From an optimization exercise on the open Yosys and OpenROAD flow, aimed at small area and a short achievable clock period; shortcuts taken in it are not production practice.
Only simulation tests tie the RTL to the original design; equivalence was not proved.
No activity file was given, so power comes from the tool's default toggle rates.

## constraint.sdc

```tcl
create_clock -name core_clock -period 12.0 [get_ports {clk}]
set_input_delay 2.4000 -clock core_clock [delete_from_list [all_inputs] [get_ports {clk}]]
set_output_delay 2.4000 -clock core_clock [all_outputs]
set_load 0.01 [all_outputs]
```

## design.v

```verilog
`timescale 1ns / 1ps
`timescale 1ns / 1ps
module shifter(
	input   [63 : 0] data,
	input   [5:0]  sa,
	input          right,arith,
	output reg [63 : 0] sh
	);
	always@(*) begin
		if(!right) 
			sh = data << sa;
		else 
		if(!arith)
			sh = data >> sa;
		else
			sh = $signed(data) >>> sa;
	end
endmodule
`timescale 1ns / 1ps
module comparator (
input wire [63 : 0] op1,
input wire [63 : 0] op2,
input wire u,  
output wire  [63 : 0] result,
output reg  eq_flag,
output wire less_flag
);
reg  re;
always @(*) begin
    if(u)
        begin
            if (op1[63]<op2[63]) begin
                re = 1'b1;
            end 
            else if(op1[63]>op2[63]) begin
                re = 1'b0;
            end
            else begin
                re = (op1[62:0]<op2[62:0]);
            end    
        end
    else   begin
        if (op1[63]<op2[63]) begin
                re = 1'b0;
            end 
            else if(op1[63]>op2[63]) begin
                re = 1'b1;
            end
            else begin
                re = (op1[62:0]<op2[62:0]);
            end
    end
end
always @(*) begin
    if(op1 == op2) 
    begin
        eq_flag = 1'b1;
    end
    else
    begin
        eq_flag = 1'b0;
    end
end
assign less_flag = re;
assign result = { 63'b0, re};
endmodule
`timescale 1ns / 1ps
module ALU (
    input wire rst,
    input wire  [3:0] aluop,
    input wire [63 : 0] op1,op2,
    output reg [63 : 0] result,
    output wire eq_flag,
    output wire less_flag
    );
    reg  [3:0] block_en;
    wire en_arth, en_logic, en_shift, en_comp;
    wire [63 : 0] op1_arth;
    wire [63 : 0] op2_arth;
    wire [63 : 0] op1_logic;
    wire [63 : 0] op2_logic;
    wire [63 : 0] op1_shift; 
    wire[5:0] op2_shift;
    wire [63 : 0] op1_comp; 
    wire [63 : 0] op2_comp;
    assign {en_arth, en_logic, en_shift, en_comp} = block_en;
    always @(*) begin
        if (rst) begin
            block_en = 4'h0;
        end
        else begin
        case (aluop[3:2])
            2'b00 : block_en = 4'h8;
            2'b01 : block_en = 4'h4;
            2'b10 : block_en = 4'h2;
            2'b11 : block_en = 4'h1;
            default:block_en = 4'h0;
        endcase
        end
    end
    wire [63 : 0] result_arth;
    assign op1_arth = en_arth ? op1 : 64'b0;
    assign op2_arth = en_arth ? op2 : 64'b0;
    assign result_arth = aluop[0] ? (op1_arth - op2_arth) :(op1_arth + op2_arth);
    reg   [63 : 0] result_logic;
    assign op1_logic = en_logic ? op1 : 64'b0;
    assign op2_logic = en_logic ? op2 : 64'b0;
    always @(*) begin
        case (aluop[1:0])
        2'b00 : result_logic = op1_logic ^ op2_logic;
        2'b10 : result_logic = op1_logic | op2_logic;
        2'b11 : result_logic = op1_logic & op2_logic;
        default :result_logic = 64'b0;
    endcase
    end
    wire [63 : 0] result_shift;
    assign op1_shift = en_shift ? op1 : 64'b0;
    assign op2_shift = en_shift ? op2[5:0] : 6'b0;
    shifter sh1(.data(op1_shift),
                .sa(op2_shift),
                .right(aluop[0]),
                .arith(aluop[1]),
                .sh(result_shift)
    );
    wire [63 : 0] result_comp;
    assign op1_comp = en_comp ? op1 : 64'b0;
    assign op2_comp = en_comp ? op2 : 64'b0;
    comparator comp_1 (.op1(op1_comp),
                .op2(op2_comp),
                .u(aluop[1]),
                .result(result_comp),
                .eq_flag(eq_flag),
                .less_flag(less_flag)
    );
    always @(*) begin
        if (rst) begin
            result = 64'h0;
        end
        else begin
        case (aluop[3:2])
            2'b00 : result = result_arth;
            2'b01 : result = result_logic;
            2'b10 : result = result_shift;
            2'b11 : result = result_comp;
            default: result = 64'h0;
        endcase
        end
    end
endmodule
`timescale 1ns / 1ps
module exe_stage(
  input wire rst,
  input wire [3 : 0]aluop,
  input wire [63 : 0] rs1_data,
  input wire [63 : 0] rs2_data,
  input wire [63 : 0] imm_data,
  input wire [63 : 0] pc_value,
  input wire op1,
  input wire op2,
  output wire eq_flag,
  output wire less_flag,
  output wire  [63 : 0] rd_data
);
wire [63 : 0] operant1 = (op1) ? rs1_data : pc_value;
wire [63 : 0] operant2 = (op2) ? rs2_data : imm_data;
ALU alu(.rst(rst),
        .aluop(aluop),
        .op1(operant1),
        .op2(operant2),
        .result(rd_data),
        .eq_flag(eq_flag),
        .less_flag(less_flag)
);
endmodule
`timescale 1ns / 1ps
module id_stage(
  input wire rst,
  input wire [31 : 0]inst,
  output wire rs1_r_ena,
  output wire [4 : 0]rs1_r_addr,
  output wire rs2_r_ena,
  output wire [4 : 0]rs2_r_addr,
  output wire rd_w_ena,
  output wire [4 : 0]rd_w_addr,
  output reg [63 : 0] imm_data,
  output wire link,
  output wire pc_jump,
  output wire pc_b_eq,
  output wire pc_b_less,
  output wire pc_b_n,
  output reg [3 : 0] aluop,
  output wire rd_s,
  output wire op1,
  output wire op2,
  output wire z_exp,
  output wire mem_acs 
);
wire [6  : 0]opcode;
wire [4  : 0]rd;
wire [2  : 0]func3;
wire [4  : 0]rs1;
wire [4  : 0]rs2;
wire [11 : 0]imm_i;
wire [6 : 0]func_7;
wire [11 : 0]imm_s;
wire [11 : 0]imm_b;
wire [19 : 0]imm_u;
wire [19 : 0]imm_j;
assign opcode = inst[6  :  0];
assign rd     = inst[11 :  7];
assign func3  = inst[14 : 12];
assign rs1    = inst[19 : 15];
assign rs2    = inst[24 : 20];
assign imm_i  = inst[31 : 20];
assign func_7 = inst[31 : 25];
assign imm_s  = {inst[31:25], inst[11 : 7]};
assign imm_b  = {inst[31], inst[7] , inst[30 : 25] , inst[11 : 8]};
assign imm_u  = inst[31:12];
assign imm_j  = {inst[31], inst[20], inst[19 : 12], inst[30 : 21]};
wire opcode_6_5_00 = (opcode[6 : 5] == 2'b00) ? 1'b1 :1'b0;
wire opcode_6_5_01 = (opcode[6 : 5] == 2'b01) ? 1'b1 :1'b0;
wire opcode_6_5_10 = (opcode[6 : 5] == 2'b10) ? 1'b1 :1'b0;
wire opcode_6_5_11 = (opcode[6 : 5] == 2'b11) ? 1'b1 :1'b0;
wire opcode_4_2_000 = (opcode[4 : 2] == 3'b000) ? 1'b1 :1'b0;
wire opcode_4_2_001 = (opcode[4 : 2] == 3'b001) ? 1'b1 :1'b0;
wire opcode_4_2_010 = (opcode[4 : 2] == 3'b010) ? 1'b1 :1'b0;
wire opcode_4_2_011 = (opcode[4 : 2] == 3'b011) ? 1'b1 :1'b0;
wire opcode_4_2_100 = (opcode[4 : 2] == 3'b100) ? 1'b1 :1'b0;
wire opcode_4_2_101 = (opcode[4 : 2] == 3'b101) ? 1'b1 :1'b0;
wire opcode_4_2_110 = (opcode[4 : 2] == 3'b110) ? 1'b1 :1'b0;
wire opcode_4_2_111 = (opcode[4 : 2] == 3'b111) ? 1'b1 :1'b0;
wire func3_000 = (func3 == 3'b000) ? 1'b1 :1'b0;
wire func3_001 = (func3 == 3'b001) ? 1'b1 :1'b0;
wire func3_010 = (func3 == 3'b010) ? 1'b1 :1'b0;
wire func3_011 = (func3 == 3'b011) ? 1'b1 :1'b0;
wire func3_100 = (func3 == 3'b100) ? 1'b1 :1'b0;
wire func3_101 = (func3 == 3'b101) ? 1'b1 :1'b0;
wire func3_110 = (func3 == 3'b110) ? 1'b1 :1'b0;
wire func3_111 = (func3 == 3'b111) ? 1'b1 :1'b0;
wire inst_addi =    opcode_6_5_00 & opcode_4_2_100 & func3_000;
wire inst_xori =    opcode_6_5_00 & opcode_4_2_100 & func3_100;
wire inst_ori =     opcode_6_5_00 & opcode_4_2_100 & func3_110;
wire inst_andi =    opcode_6_5_00 & opcode_4_2_100 & func3_111;
wire inst_slli =    opcode_6_5_00 & opcode_4_2_100 & func3_001 & ~imm_i[10];
wire inst_srli =    opcode_6_5_00 & opcode_4_2_100 & func3_101 & ~imm_i[10];
wire inst_srai =    opcode_6_5_00 & opcode_4_2_100 & func3_101 & imm_i[10];
wire inst_slti =    opcode_6_5_00 & opcode_4_2_100 & func3_010;
wire inst_sltiu =   opcode_6_5_00 & opcode_4_2_100 & func3_011; 
wire inst_addiw =    opcode_6_5_00 & opcode_4_2_110 & func3_000;
wire inst_slliw =    opcode_6_5_00 & opcode_4_2_110 & func3_001 & ~imm_i[10];
wire inst_srliw =    opcode_6_5_00 & opcode_4_2_110 & func3_101 & ~imm_i[10];
wire inst_sraiw =    opcode_6_5_00 & opcode_4_2_110 & func3_101 & imm_i[10];
wire inst_add =    opcode_6_5_01 & opcode_4_2_100 & func3_000 & ~func_7[6];
wire inst_sub =    opcode_6_5_01 & opcode_4_2_100 & func3_000 & func_7[6];
wire inst_xor =    opcode_6_5_01 & opcode_4_2_100 & func3_100;
wire inst_or =     opcode_6_5_01 & opcode_4_2_100 & func3_110;
wire inst_and =    opcode_6_5_01 & opcode_4_2_100 & func3_111;
wire inst_sll =    opcode_6_5_01 & opcode_4_2_100 & func3_001 & ~func_7[6];
wire inst_srl =    opcode_6_5_01 & opcode_4_2_100 & func3_101 & ~func_7[6];
wire inst_sra =    opcode_6_5_01 & opcode_4_2_100 & func3_101 & func_7[6];
wire inst_slt =    opcode_6_5_01 & opcode_4_2_100 & func3_010;
wire inst_sltu =   opcode_6_5_01 & opcode_4_2_100 & func3_011; 
wire inst_addw =    opcode_6_5_01 & opcode_4_2_110 & func3_000 & ~func_7[6];
wire inst_subw =    opcode_6_5_01 & opcode_4_2_110 & func3_000 & func_7[6];
wire inst_sllw =    opcode_6_5_01 & opcode_4_2_110 & func3_001 & ~func_7[6];
wire inst_srlw =    opcode_6_5_01 & opcode_4_2_110 & func3_101 & ~func_7[6];
wire inst_sraw =    opcode_6_5_01 & opcode_4_2_110 & func3_101 & func_7[6];
wire inst_lb = opcode_6_5_00 & opcode_4_2_000 & func3_000;
wire inst_lh = opcode_6_5_00 & opcode_4_2_000 & func3_001;
wire inst_lw = opcode_6_5_00 & opcode_4_2_000 & func3_010;
wire inst_lbu = opcode_6_5_00 & opcode_4_2_000 & func3_100;
wire inst_lhu = opcode_6_5_00 & opcode_4_2_000 & func3_101;
wire inst_ld = opcode_6_5_00 & opcode_4_2_000 & func3_011;
wire inst_lwu = opcode_6_5_00 & opcode_4_2_000 & func3_110;
wire inst_sb = opcode_6_5_01 & opcode_4_2_000 & func3_000;
wire inst_sh = opcode_6_5_01 & opcode_4_2_000 & func3_001;
wire inst_sw = opcode_6_5_01 & opcode_4_2_000 & func3_010;
wire inst_sd = opcode_6_5_01 & opcode_4_2_000 & func3_011;
wire inst_beq = opcode_6_5_11 & opcode_4_2_000 & func3_000;
wire inst_bne = opcode_6_5_11 & opcode_4_2_000 & func3_001;
wire inst_blt = opcode_6_5_11 & opcode_4_2_000 & func3_100;
wire inst_bge = opcode_6_5_11 & opcode_4_2_000 & func3_101;
wire inst_bltu = opcode_6_5_11 & opcode_4_2_000 & func3_110;
wire inst_bgeu = opcode_6_5_11 & opcode_4_2_000 & func3_111;
wire inst_jal = opcode_6_5_11 & opcode_4_2_011 ;
wire inst_jalr = opcode_6_5_11 & opcode_4_2_001 & func3_000;
wire inst_lui = opcode_6_5_01 & opcode_4_2_101;
wire inst_auipc = opcode_6_5_00 & opcode_4_2_101;
wire inst_ecall = opcode_6_5_11 & opcode_4_2_100 & func3_000 & ~imm_i[0];
wire inst_ebreak = opcode_6_5_11 & opcode_4_2_100 & func3_000 & imm_i[0];
wire loads = opcode_6_5_00 & opcode_4_2_000;
wire stores = opcode_6_5_01 & opcode_4_2_000;
wire branchs = opcode_6_5_11 & opcode_4_2_000;
wire R_type =opcode_6_5_01 & (opcode_4_2_100 | opcode_4_2_110 ) ;
wire I_type_arth = opcode_6_5_00 | (opcode_4_2_110 | opcode_4_2_100) ; 
wire J_type = inst_jal | inst_jalr;
wire alu_arth;
wire alu_logic;
wire alu_shift;
wire alu_comp;
wire alu_00;
wire alu_01;
wire alu_11;
wire alu_10;
assign alu_arth = inst_add | inst_sub | inst_addw | inst_addi | inst_addiw | inst_subw | loads | stores | inst_jal | inst_jalr | inst_auipc;
assign alu_logic = inst_xor | inst_or | inst_and | inst_xori | inst_ori | inst_andi;
assign alu_shift = inst_sll | inst_srl | inst_sra | inst_slli | inst_srli | inst_srai | inst_sllw | inst_srlw | inst_sraw | inst_slliw | inst_srliw | inst_sraiw;
assign alu_comp = inst_slt | inst_slti | inst_sltu | inst_sltiu | branchs;
assign alu_00 = inst_add | inst_addi | inst_addw | inst_addiw | loads | stores | inst_auipc;
assign alu_01 = inst_sub | inst_subw | inst_srl | inst_srli |inst_srliw | inst_srlw ;
assign alu_10 = inst_or | inst_ori | inst_bltu | inst_bgeu | inst_sltiu;
assign alu_11 = inst_and | inst_andi | inst_sra | inst_srai | inst_sraw |inst_sraiw ;
always @(*) begin
  case({alu_arth,alu_logic,alu_shift,alu_comp})
  4'h8: aluop[3:2] = 2'b00;
  4'h4: aluop[3:2] = 2'b01;
  4'h2: aluop[3:2] = 2'b10;
  4'h1: aluop[3:2] = 2'b11;
  default: aluop[3:2] = 2'b00;
  endcase
end
always @(*) begin
  case({alu_00,alu_01,alu_10,alu_11})
  4'h8: aluop[1:0] = 2'b00;
  4'h4: aluop[1:0] = 2'b01;
  4'h2: aluop[1:0] = 2'b10;
  4'h1: aluop[1:0] = 2'b11;
  default: aluop[1:0] = 2'b00;
  endcase
end
assign rs1_r_ena = (rst == 1'b1) ? 1'b0 :! (inst_jal | inst_jalr);
assign rs1_r_addr = ( rst == 1'b1 ) ? 0 :  rs1 ;
assign rs2_r_ena  = ( rst == 1'b1 ) ? 0 : (R_type | branchs);
assign rs2_r_addr = ( rst == 1'b1 ) ? 0 :  rs2 ;
assign rd_w_ena   = ( rst == 1'b1 ) ? 0 : ( stores | branchs | R_type | I_type_arth | J_type | inst_auipc | inst_lui);
assign rd_w_addr  = ( rst == 1'b1 ) ? 0 : rd;
assign op1 = ( rst == 1'b1 ) ? 0 : ! ( inst_jalr | inst_jal | inst_auipc | inst_lui );
assign op2 = ( rst == 1'b1 ) ? 0 :  ( R_type |  branchs );
assign rd_s = ( rst == 1'b1 ) ? 0 : ! loads ;
assign link = inst_jal;
assign pc_jump = inst_jal | inst_jalr;
assign pc_b_eq = inst_beq | inst_bne;
assign pc_b_less = inst_blt | inst_bltu;
assign pc_b_n = inst_bne | inst_bge | inst_bgeu;
assign mem_acs = ( rst == 1'b1 ) ? 0 :  (loads | stores) ;
wire imm_zero_e = inst_sltiu | inst_bgeu | inst_bltu;
always @(*) begin
  if (rst == 1'b1) begin
    imm_data = 64'b0;
  end else begin
    case ({(I_type_arth | loads | inst_jalr) , branchs, stores ,(inst_auipc | inst_lui), inst_jal })
      5'b10000: imm_data = (imm_zero_e) ? {52'b0,imm_i} : {{52{imm_i[11]}},imm_i};
      5'b01000: imm_data = (imm_zero_e) ? {51'b0,imm_b,1'b0} : {{51{imm_i[11]}},imm_b,1'b0};
      5'b00100: imm_data = {{52{imm_s[11]}},imm_s};
      5'b00010: imm_data = {{32{imm_u[19]}},imm_u ,12'b0};
      5'b00001: imm_data = {{43{imm_j[19]}}, imm_j ,1'b0};
      default: imm_data = 64'b0;
  endcase
  end
  end
assign z_exp = inst_lbu | inst_lhu | inst_lwu ;
endmodule
`timescale 1ns / 1ps
module if_stage(
  input wire clk,
  input wire rst,
  input wire eq_flag,
  input wire less_flag,
  input wire link,
  input wire pc_jump,
  input wire pc_b_eq,
  input wire pc_b_less,
  input wire pc_b_n,
  input wire [63 : 0] rs1_data,
  input wire [63 : 0] imm_data,
  output wire [63 : 0] inst_addr,
  output wire         inst_ena
);
reg [63 : 0]pc;
wire pc_op1 = pc_jump & link;
reg pc_op2;
always @(*) begin
  if (rst == 1'b1) begin
    pc_op2 = 1'b1;
  end
  else if(pc_jump == 1'b1)
  begin
    pc_op2 = 1'b0;
  end
  else 
  begin
    case({pc_b_eq, pc_b_less,pc_b_n})
    3'b100: pc_op2 = !eq_flag;
    3'b101: pc_op2 = eq_flag;
    3'b010: pc_op2 = !less_flag;
    3'b011: pc_op2 = less_flag;
    default: pc_op2 = 1'b1;
  endcase
  end
end
wire [63 : 0] pc_operant1 = (pc_op1) ? rs1_data :pc ;
wire [63 : 0] pc_operant2 = (pc_op2) ? 64'd4 : imm_data ;
always@( posedge clk )
begin
  if( rst == 1'b1 )
  begin
    pc <= 64'h00000000_00000000 ;
  end
  else
  begin
    pc <= pc_operant1  + pc_operant2  ;
  end
end
assign inst_addr = pc;
assign inst_ena  = ( rst == 1'b1 ) ? 0 : 1;
endmodule
`timescale 1ns / 1ps
module regfile(
    input  wire clk,
	input  wire rst,
	input  wire  [4  : 0] w_addr,
	input  wire  [63 : 0] w_data,
	input  wire 		  w_ena,
	input  wire  [4  : 0] r_addr1,
	output reg   [63 : 0] r_data1,
	input  wire 		  r_ena1,
	input  wire  [4  : 0] r_addr2,
	output reg   [63 : 0] r_data2,
	input  wire 		  r_ena2,
	input wire w_data_s
    );
	reg [63 : 0] 	regs[0 : 31];
	always @(posedge clk) 
	begin
		if ( rst == 1'b1 ) 
		begin
			regs[ 0] <= 64'h00000000_00000000;
			regs[ 1] <= 64'h00000000_00000000;
			regs[ 2] <= 64'h00000000_00000000;
			regs[ 3] <= 64'h00000000_00000000;
			regs[ 4] <= 64'h00000000_00000000;
			regs[ 5] <= 64'h00000000_00000000;
			regs[ 6] <= 64'h00000000_00000000;
			regs[ 7] <= 64'h00000000_00000000;
			regs[ 8] <= 64'h00000000_00000000;
			regs[ 9] <= 64'h00000000_00000000;
			regs[10] <= 64'h00000000_00000000;
			regs[11] <= 64'h00000000_00000000;
			regs[12] <= 64'h00000000_00000000;
			regs[13] <= 64'h00000000_00000000;
			regs[14] <= 64'h00000000_00000000;
			regs[15] <= 64'h00000000_00000000;
			regs[16] <= 64'h00000000_00000000;
			regs[17] <= 64'h00000000_00000000;
			regs[18] <= 64'h00000000_00000000;
			regs[19] <= 64'h00000000_00000000;
			regs[20] <= 64'h00000000_00000000;
			regs[21] <= 64'h00000000_00000000;
			regs[22] <= 64'h00000000_00000000;
			regs[23] <= 64'h00000000_00000000;
			regs[24] <= 64'h00000000_00000000;
			regs[25] <= 64'h00000000_00000000;
			regs[26] <= 64'h00000000_00000000;
			regs[27] <= 64'h00000000_00000000;
			regs[28] <= 64'h00000000_00000000;
			regs[29] <= 64'h00000000_00000000;
			regs[30] <= 64'h00000000_00000000;
			regs[31] <= 64'h00000000_00000000;
		end
		else 
		begin
			if ((w_ena == 1'b1) && (w_addr != 5'h00))	
				regs[w_addr] <= w_data;
		end
	end
	always @(*) begin
		if (rst == 1'b1)
			r_data1 = 64'h00000000_00000000;
		else if (r_ena1 == 1'b1)
			r_data1 = regs[r_addr1];
		else
			r_data1 = 64'h00000000_00000000;
	end
	always @(*) begin
		if (rst == 1'b1)
			r_data2 = 64'h00000000_00000000;
		else if (r_ena2 == 1'b1)
			r_data2 = regs[r_addr2];
		else
			r_data2 = 64'h00000000_00000000;
	end
endmodule
`timescale 1ns / 1ps
`timescale 1ns / 1ps
module rvcpu(
  input wire            clk,
  input wire            rst,
  input wire  [31 : 0]  inst,
  output wire [63 : 0]  inst_addr, 
  output wire           inst_ena,
  output wire           wb_ena,
  output wire [4 : 0]   wb_addr,
  output wire [63 : 0]  wb_data
);
wire pc_jump;
wire pc_b_eq;
wire pc_b_less;
wire pc_b_n;
wire link;
wire rs1_r_ena;
wire [4 : 0]rs1_r_addr;
wire rs2_r_ena;
wire [4 : 0]rs2_r_addr;
wire rd_w_ena;
wire [4 : 0]rd_w_addr;
wire rd_s;
wire op1,op2;
wire [3 : 0]aluop;
wire [7 : 0]inst_opcode;
wire [63 : 0]imm_data;
wire [63 : 0] rs1_data;
wire [63 : 0] rs2_data;
wire eq_flag;
wire less_flag;
wire [4 : 0]inst_type_o;
wire [63 : 0] rd_data;
if_stage If_stage(
  .clk(clk),
  .rst(rst),
  .eq_flag(eq_flag),
  .less_flag(less_flag),
  .pc_jump(pc_jump),
  .pc_b_eq(pc_b_eq),
  .pc_b_less(pc_b_less),
  .pc_b_n(pc_b_n),
  .link(link),
  .rs1_data(rs1_data),
  .imm_data(imm_data),
  .inst_addr(inst_addr),
  .inst_ena(inst_ena)
);
id_stage Id_stage(
  .rst(rst),
  .inst(inst),
  .rs1_r_ena(rs1_r_ena),
  .rs1_r_addr(rs1_r_addr),
  .rs2_r_ena(rs2_r_ena),
  .rs2_r_addr(rs2_r_addr),
  .rd_w_ena(rd_w_ena),
  .rd_w_addr(rd_w_addr),
  .rd_s(rd_s),
  .pc_jump(pc_jump),
  .pc_b_eq(pc_b_eq),
  .pc_b_less(pc_b_less),
  .pc_b_n(pc_b_n),
  .link(link),
  .op1(op1),
  .op2(op2),
  .imm_data(imm_data),
  .aluop(aluop),
  .z_exp(),
  .mem_acs()
);
exe_stage Exe_stage(
  .rst(rst),
  .op1(op1),
  .op2(op2),
  .aluop(aluop),
  .rs1_data(rs1_data),
  .rs2_data(rs2_data),
  .imm_data(imm_data),
  .pc_value(inst_addr),
  .eq_flag(eq_flag),
  .less_flag(less_flag),
  .rd_data(rd_data)
);
reg           wb_ena_q;
reg [4 : 0]   wb_addr_q;
reg [63 : 0] wb_data_q;
always @(posedge clk) begin
  if (rst == 1'b1)
    wb_ena_q <= 1'b0;
  else
    wb_ena_q <= rd_w_ena & (rd_w_addr != 5'h00);
  wb_addr_q <= rd_w_addr;
  wb_data_q <= rd_data;
end
assign wb_ena  = wb_ena_q;
assign wb_addr = wb_addr_q;
assign wb_data = wb_data_q;
regfile Regfile(
  .clk(clk),
  .rst(rst),
  .w_addr(rd_w_addr),
  .w_data(rd_data),
  .w_ena(rd_w_ena),
  .w_data_s(rd_s),
  .r_addr1(rs1_r_addr),
  .r_data1(rs1_data),
  .r_ena1(rs1_r_ena),
  .r_addr2(rs2_r_addr),
  .r_data2(rs2_data),
  .r_ena2(rs2_r_ena)
);
endmodule
```

## config.mk

```make
export PLATFORM = sky130hd
export DESIGN_NAME = rvcpu
export DESIGN_NICKNAME = rvcpu
export VERILOG_FILES = /design/flow/design.v
export SDC_FILE = /design/flow/constraint.sdc
export NUM_CORES = 8
export LEC_CHECK = 0
export CAP_MARGIN = 35
export CORE_MARGIN = 2
export CORE_UTILIZATION = 40
export SETUP_SLACK_MARGIN = 1.0
export SLEW_MARGIN = 35
```

## run.sh

```bash
#!/bin/bash
# synth_recipe.tcl (not shown) runs the flow's synth.tcl, then flattens the netlist and writes it again
# the make line also repeats each setting of config.mk as NAME=value (left out here)
make -C /OpenROAD-flow-scripts/flow DESIGN_CONFIG=/design/flow/config.mk WORK_HOME=/design/flow/orfs CLKGATE_MAP_FILE= SYNTH_SCRIPT=/design/flow/synth_recipe.tcl finish
```

==> summary.txt <==
how the worst max path moves through the flow:
stage	start	to	slack, ns	depth (start not counted)
after floorplan	rst	If_stage.pc[59]$_SDFF_PP0_	1.09	39
after global placement	inst[4]	wb_data_q[63]$_DFF_P_	-0.21	35
after detailed placement	rst	If_stage.pc[62]$_SDFF_PP0_	-0.05	39
after CTS	rst	If_stage.pc[62]$_SDFF_PP0_	1.09	39
after global routing	inst[20]	wb_data_q[63]$_DFF_P_	1.02	38
final	rst	wb_data_q[63]$_DFF_P_	1.04	35
sequential cells by signal (all words and copies together) (netlist names):
name / cells
Regfile.regs: 2048
If_stage.pc: 64
wb_addr_q: 5
wb_ena_q: 1
wb_data_q: 64
metal layers:
| layer | global-route usage, % | part of all wire (%) | up-vias |
|---|---|---|---|
| met5 | 1.380 | 0.14 | - |
| met4 | 40.79 | 11 | 84 |
| met3 | 22.91 | 17 | 4004 |
| met2 | 64.41 | 39 | 14150 |
| met1 | 57.23 | 34 | 67690 |
| li1 | - | - | 51620 |
power by group:
part / leakage, nW / switching (mW) / internal [mW]
Sequential: 22.4 / 0.170 / 8.66
Combinational: 35.0 / 4.26 / 1.74
Clock: 3.92 / 3.51 / 4.41
Total: 61.3 / 7.94 / 14.8
per-stage QoR:
stage / instance area (um2) / power (mW)
2_1_floorplan: 138600 / 11.58
3_3_place_gp: 153200 / 14.56
3_5_place_dp: 153600 / 14.57
4_1_cts: 161700 / 22.28
5_1_grt: 162300 / 22.89
6_report: 162500 / 22.75
area by class of cell:
cell class	instances	area, um2	area share (%)
multi-input combinational	9774	69930	43.03
sequential	2182	64200	39.50
timing repair buffer	1465	13430	8.264
clock buffer	318	6565	4.040
tap	4557	5702	3.509
clock inverter	136	1510	0.9293
inverter	245	930.9	0.5728
antenna	100	250.2	0.1540
tightest hold or removal path, cell delays in order, from the launching register on:
cell and delay (ns):
dfxtp_1 0.33, and2_1 0.13, ha_1 0.16, xor2_1 0.07, nor2_1 0.07
cell usage after synthesis (148+ instances only):
library cell | instances | area (um2)
inv_1 | 240 | 900.9
ha_1 | 319 | 3991
buf_2 | 376 | 1882
nand3_1 | 154 | 770.7
nand2_1 | 894 | 3356
clkbuf_1 | 781 | 2932
edfxtp_1 | 2048 | 61500
mux2_2 | 148 | 1667
mux4_2 | 428 | 9639
a221oi_1 | 220 | 1927
mux2i_1 | 868 | 8688
nor2_1 | 2752 | 10330
a21oi_1 | 606 | 3033
nor3_1 | 150 | 750.7
o22ai_1 | 268 | 1677
o21ai_0 | 408 | 2042
a22oi_1 | 267 | 2004
cells by family after synthesis:
group / after synthesis
compound gates: 3146
xor+xnor: 154
fa+ha+maj: 321
buf+inv: 1577
flops: 2182
mux: 1446
other cells: 1
simple gates: 4643
repair_timing:
action | 4_1_cts | 5_1_grt
endpoints found under the setup margin | 2 | 101
setup buffers | 4 | 27
cloned | 0 | 1
pin swaps | 0 | 11
resized for setup | 1 | 62
==> impl_metrics.ini <==
[worst_hold_path]
hp-start = If_stage.pc[62]$_SDFF_PP0_
hold_path_class = reg -> reg
hold_depth = 4
hold_end = If_stage.pc[62]$_SDFF_PP0_

[cts]
clockBufferDepth = 4
clkTransAtPathRegs_ns = 0.06
cts_hold_buf = 0
cts.root.buffer_cell = clkbuf_16
tritoncts = built
h-tree-depth = 4
cts_sinks = 2182
clk_latency_ns = 1.06
cts_buffers = 245

[route]
drcViolationCount = 0
antenna_left = 0
routed_wl_um = 867300
vias = 137500
via_per_inst = 7.325
dr.pass1.iters = 7
wl_per_cell_um = 46.19
dr.first_iter.drc_count = 26280

[sta]
timing.setup.tns_ns = 0
skew_ns = 0.1460
rsz0062_at_grt = no
finalCriticalPeriod_ns = 10.96
slew_headroom_pct = 25.92
fin_crit_sh_pct = 91.35
fmax_mhz = 91.22
whs_ns = 0.7962
finalSetupViolCount = 0
fin_ws_ns = 1.038
slew_violations = 0
hold_viol = 0
worst_slew_pin_slew_ns = 1.105

[worst_setup_path]
r2r_cells = 32
reg2reg_to = wb_data_q[63]$_DFF_P_
required_ns = 12.89
reg2reg_from = Regfile.regs[23][14]$_SDFFCE_PN0P_
cpMaxStageDelayCell = or3b_2
cp_max_fo = 31
crit_family = compound AO/OA/AOI/OAI gates
end_kind = flip-flop
cp_data_arrival_time_ns = 11.86
critPathMaxStageDelay_ns = 0.65
ff2ff_setup_slack_ns = 3.05
cp-start-kind = input pin
worst-path-buf-inv = 8
critical_path_class = in -> reg
cp_common_cell = buf_4

[final_layout]
final_cells = 18780
area_growth_pct = 17.44
layout_commonest_cell = nor2_1
num-fill-cells = 31710
drive_above_1_share_pct = 19.09
final_nets = 14270
layout_common_cells = 2712 x nor2_1, 2048 x edfxtp_1, 1118 x buf_4
utilization_pct = 47.31

[place]
place.gp.congestion = 1.062
io_buffers = 166
place_hpwl_um = 595200
preCtsSetupSlack_ns = -0.04765
dp.cells = 18190

[logic_synthesis]
ys_async_sr_fraction_pct = 0
synth-simple-area-share_pct = 14.52
yosysSeqAreaShare_pct = 46.38
synthAdderAreaFrac_pct = 2.913
muxShareOfSynthArea_pct = 14.47
synth-seq-cells = 2182
synth_top_flop_cell = edfxtp_1
synth_warnings = 7
synth_cell_types = 108
synth_area_um2 = 138400
synth_edf_count = 2048
synthXorXnorAreaFrac_pct = 0.9747
synth_compound_area_share_pct = 15.92
synth_top_family_by_area = compound AO/OA/AOI/OAI gates
syn_area_per_cell_um2 = 10.27
synthCells = 13470

[die]
fp-row-count = 215
die_x_um = 592.2
floorplan.initialDensity_pct = 40.28
die_area_um2 = 350700
core_um2 = 343500
boundaryPins = 169
fp.dieH_um = 592.2

[job]
maxCapViolCount = 0

[grt]
grt_max_degree = 97
gr-usage-all-layers_pct = 48.00
antenna_found_initial = 106
grt_pass1_wl_um = 1135000
first_global_vias = 124500
grt_overflow_total = 0

[power]
peakVddDrop_v = 0.0001419
power.leakage_nw = 61.27
power_density_nw_per_um2 = 140.0

[outcome]
outcome = no timing/DRC/antenna violations

-- static timing again, ports no longer ideal --
No port has a modelled driver above. Below, the same layout with a new extraction and two added sets of constraints.
Step 1: set_driving_cell puts a clkbuf_16 on clk and a buf_2 on each other input, an assumption about the parent block.
Step 2 adds t to the input delays and takes it off the output delays; t is the mean of the earliest and latest rising clock arrival at the registers after step 1. Input paths then give back, and output paths get back, about the clock's delay inside the block.
Slacks: ideal ports / drivers / drivers and shift; pairs: ideal ports / drivers.
t, ns: 1.097
setup slack, ns: 1.038 / 1.084 / -0.013
worst setup path at the end: input to register
With both steps, setup timing fails in this run, where it was met with ideal ports. For this run, drivers alone change the setup slack by +0.046 ns; drivers and shift together by -1.051 ns.
